This is an optimization exercise on Yosys and OpenROAD, whose aim is small area, a short achievable clock period and few clock cycles, not a production implementation.

Setup of job 3516:
==> flow/design.v <==
module rsa_encrypt(input clk, reset_n, compute,
                   input [31:0] M, e, n,
                   output logic [31:0] C,
                   output logic encrypt_done);
  logic        busy, first, keep, trv, mul, yb, ec;
  logic [4:0]  i;             
  logic [3:0]  j;             
  logic [15:0] A, B, X, nr;
  function automatic [4:0] msb32(input [31:0] v);
    msb32 = 5'd0;
    for (int k = 1; k < 32; k++) if (v[k]) msb32 = k[4:0];
  endfunction
  function automatic [3:0] msb16(input [15:0] v);
    msb16 = 4'd0;
    for (int k = 1; k < 16; k++) if (v[k]) msb16 = k[3:0];
  endfunction
  function automatic below16(input [15:0] v);
    below16 = 1'b0;
    for (int k = 0; k < 15; k++) if (v[k+1]) below16 = v[k];
  endfunction
  function automatic [18:0] add19(input [18:0] a, input [18:0] b);
    logic [18:0] g, p, gg, pp, g2, p2;
    g = a & b;
    p = a ^ b;
    gg = g; pp = p;
    for (int d = 1; d < 19; d = d * 2) begin
      g2 = gg; p2 = pp;
      for (int k = d; k < 19; k++) begin
        g2[k] = gg[k] | (pp[k] & gg[k-d]);
        p2[k] = pp[k] & pp[k-d];
      end
      gg = g2; pp = p2;
    end
    add19 = p ^ {gg[17:0], 1'b0};
  endfunction
  wire idle = !busy && !encrypt_done;
  always_ff @(posedge clk) if (idle) nr <= n[15:0];
  wire [18:0] xa = {2'b0, A, 1'b0};
  wire [18:0] xb = {3'b0, B};
  wire [18:0] z1 = ~{3'b0, nr};
  wire [18:0] z2 = ~{2'b0, nr, 1'b0};
  wire [18:0] s1 = xa ^ xb ^ z1;
  wire [18:0] c1 = {(xa[17:0] & xb[17:0]) | (xa[17:0] & z1[17:0]) | (xb[17:0] & z1[17:0]), 1'b1};
  wire [18:0] s2 = xa ^ xb ^ z2;
  wire [18:0] c2 = {(xa[17:0] & xb[17:0]) | (xa[17:0] & z2[17:0]) | (xb[17:0] & z2[17:0]), 1'b1};
  wire [18:0] t0 = add19(xa, xb);
  wire [18:0] t1 = add19(s1, c1);    
  wire [18:0] t2 = add19(s2, c2);    
  wire [15:0] acc_n = !t2[18] ? t2[15:0] : (!t1[18] ? t1[15:0] : t0[15:0]);
  wire [15:0] Yf  = mul ? M[15:0] : B;       
  wire [15:0] Y   = mul ? M[15:0] : X;       
  wire y01  = Yf[15:1] == 15'd0;          
  wire fin  = !first && j == 4'd0;
  wire more = !mul && ec;                 
  wire adv  = fin && !more;               
  wire triv = (e[31:1] == 31'd0) || (M[15:1] == 15'd0);    
  logic busy_n, done_n, first_n, keep_n, mul_n, yb_n;
  logic [3:0] j_n;
  logic [4:0] i_n;
  logic [15:0] X_n;
  always_comb begin
    busy_n = busy; done_n = encrypt_done;
    first_n = first; keep_n = keep; mul_n = mul;
    yb_n = yb; j_n = j; i_n = i; X_n = X;
    if (busy) begin
      if ((first && trv) || (adv && i == 5'd0)) begin
        busy_n = 1'b0;
        done_n = 1'b1;
      end
      if (first) begin
        X_n = B;
        first_n = 1'b0;
        keep_n = y01;
        j_n = y01 ? 4'd0 : msb16({1'b0, Yf[15:1]});
        yb_n = below16(Yf) && !y01;
      end else begin
        j_n = j - 4'd1;
        yb_n = Y[j - 4'd1];
        keep_n = 1'b0;
      end
      if (fin) begin
        first_n = 1'b1;
        mul_n = more;
        if (adv) i_n = i - 5'd1;
      end
    end else begin
      if (encrypt_done) begin
        if (!compute) done_n = 1'b0;
      end else if (compute) busy_n = 1'b1;
      X_n = M[15:0];
      first_n = 1'b1;
      keep_n = 1'b0;
      mul_n = 1'b0;
      i_n = msb32({1'b0, e[31:1]});
    end
  end
  wire a_acc = busy_n && !first_n && !keep_n;           
  wire b_acc = (busy_n && first_n && busy) || keep_n || !busy_n;
  wire b_X   = (busy_n && !busy) || (a_acc && yb_n);    
  always_ff @(posedge clk, negedge reset_n) begin
    if (!reset_n) begin
      busy <= 1'b0;
      encrypt_done <= 1'b0;
    end else begin
      busy <= busy_n;
      encrypt_done <= done_n;
    end
  end
  always_ff @(posedge clk) begin
    ec <= e[i];
    first <= first_n; keep <= keep_n; mul <= mul_n;
    yb <= yb_n; j <= j_n; i <= i_n;
    X <= X_n;
    A <= a_acc ? acc_n : 16'd0;
    B <= ({16{b_acc}} & acc_n) | ({16{b_X}} & X_n);
    if (!busy) trv <= triv;
  end
  assign C = {16'd0, B};
endmodule
Settings: LEC_CHECK=0, CAP_MARGIN=20, CORE_MARGIN=2, CORE_UTILIZATION=40, PLACE_DENSITY=0.6, SETUP_SLACK_MARGIN=2.5, SLEW_MARGIN=20; clock period 5.0 ns.
run.sh (not shown) runs the stock make flow with config.mk's settings and CLKGATE_MAP_FILE= SYNTH_SCRIPT=/design/flow/synth_recipe.tcl, a recipe that flattens the netlist after the stock synthesis.
--- input diff job 3516..job 2514 ---
--- a/flow/config.mk
+++ b/flow/config.mk
@@ -10,4 +10,4 @@
 export CORE_UTILIZATION = 40
 export PLACE_DENSITY = 0.6
-export SETUP_SLACK_MARGIN = 2.5
+export SETUP_SLACK_MARGIN = 2.0
 export SLEW_MARGIN = 20
### Flow results
Job 2514 vs. job 3516: length in cells of the worst reg-to-reg path fell 2, number of gates on the worst path with buffers counted went down 2, post-layout minimum cycle time up 0.021 ns.
The run with more routed wire is job 3516, not job 2514.
Final non-filler cell area (higher): job 3516
No run of this note included a check of the RTL's function; only the layout flow was run.

---

## sierra
rsa_encrypt, a different RTL version from the one above (not shown whole).
Size in the first run: ~840 cells after synthesis, ~52 flip-flops, ~130 I/O pins, roughly 0.0071 mm^2 of cells after synthesis.
==> flow/config.mk <==
export PLATFORM = sky130hd
export DESIGN_NAME = rsa_encrypt
export DESIGN_NICKNAME = rsa_encrypt
export VERILOG_FILES = /design/flow/design.v
export SDC_FILE = /design/flow/constraint.sdc
export NUM_CORES = 4
export LEC_CHECK = 0
export CAP_MARGIN = 20
export CORE_MARGIN = 2
export CORE_UTILIZATION = 40
export CTS_BUF_LIST = sky130_fd_sc_hd__clkbuf_8
export PLACE_DENSITY = 0.6
export SETUP_SLACK_MARGIN = 1.8
export SLEW_MARGIN = 20
==> flow/constraint.sdc <==
create_clock -name core_clock -period 5.0 [get_ports {clk}]
set_input_delay 1.0000 -clock core_clock [delete_from_list [all_inputs] [get_ports {clk}]]
set_output_delay 1.0000 -clock core_clock [all_outputs]
set_load 0.01 [all_outputs]
standard.sh (not shown) runs the stock make flow with config.mk's settings and CLKGATE_MAP_FILE= SYNTH_SCRIPT=/design/flow/synth_recipe.tcl, a recipe that flattens the netlist after the stock synthesis.
==> flow/flow/run.sh <==
#!/bin/bash
# The standard layout, with the port buffers made from the smallest buffer
# cell instead of the delay cell buffer_ports picks by default.
set -euo pipefail
export BUFFER_PORTS_ARGS="-buffer_cell sky130_fd_sc_hd__buf_1"
bash standard.sh > standard_flow.log 2>&1
diff inputs: sierra => raven
- SETUP_SLACK_MARGIN changed from 1.8 to 1.5
[summary]
raven has completed all stages; timing, DRC and antenna checks passed.
End-of-flow core utilization (lower): raven
The critical path's slowest cell comes out sky130_fd_sc_hd__fa_1 in one run and sky130_fd_sc_hd__fa_2 in the other, namely in sierra and raven respectively.
Between raven and sierra, the difference in global-route track usage on met1 is negligible.
The faster design of the two is raven; sierra tops out lower.
No run of this note included a check of the RTL's function; only the layout flow was run.

what the ideal ports hide:
In the flow no input, the clock included, has a driving cell. The finished layouts below were timed again as built, in two steps. Step 1 assumes that a clkbuf_16 drives the clock port and a buf_2 every other input. Step 2 adds t to the input delays and takes it off the output delays; t is the mean of the earliest and latest rising clock arrival at the registers after step 1. Input paths then give back, and output paths get back, about the clock's delay inside the block. Three values: ideal, step 1, step 2; two values: the first two.
run | t, ns | slack for setup (ns) | worst setup path at the end | slew at the worst register clock pin (ns) | pins driven straight from the clock port
job 3516 | 0.389 | 1.861 / 1.861 / 1.581 | input to register | 0.07 / 0.07 | 1
job 2514 | 0.400 | 1.840 / 1.840 / 1.601 | input to register | 0.07 / 0.07 | 1
sierra | 0.352 | 1.251 / 1.243 / 0.890 | input to register | 0.11 / 0.11 | 1
raven | 0.357 | 1.296 / 1.292 / 0.935 | input to register | 0.11 / 0.11 | 1
After both steps setup and hold are still met in every run listed.
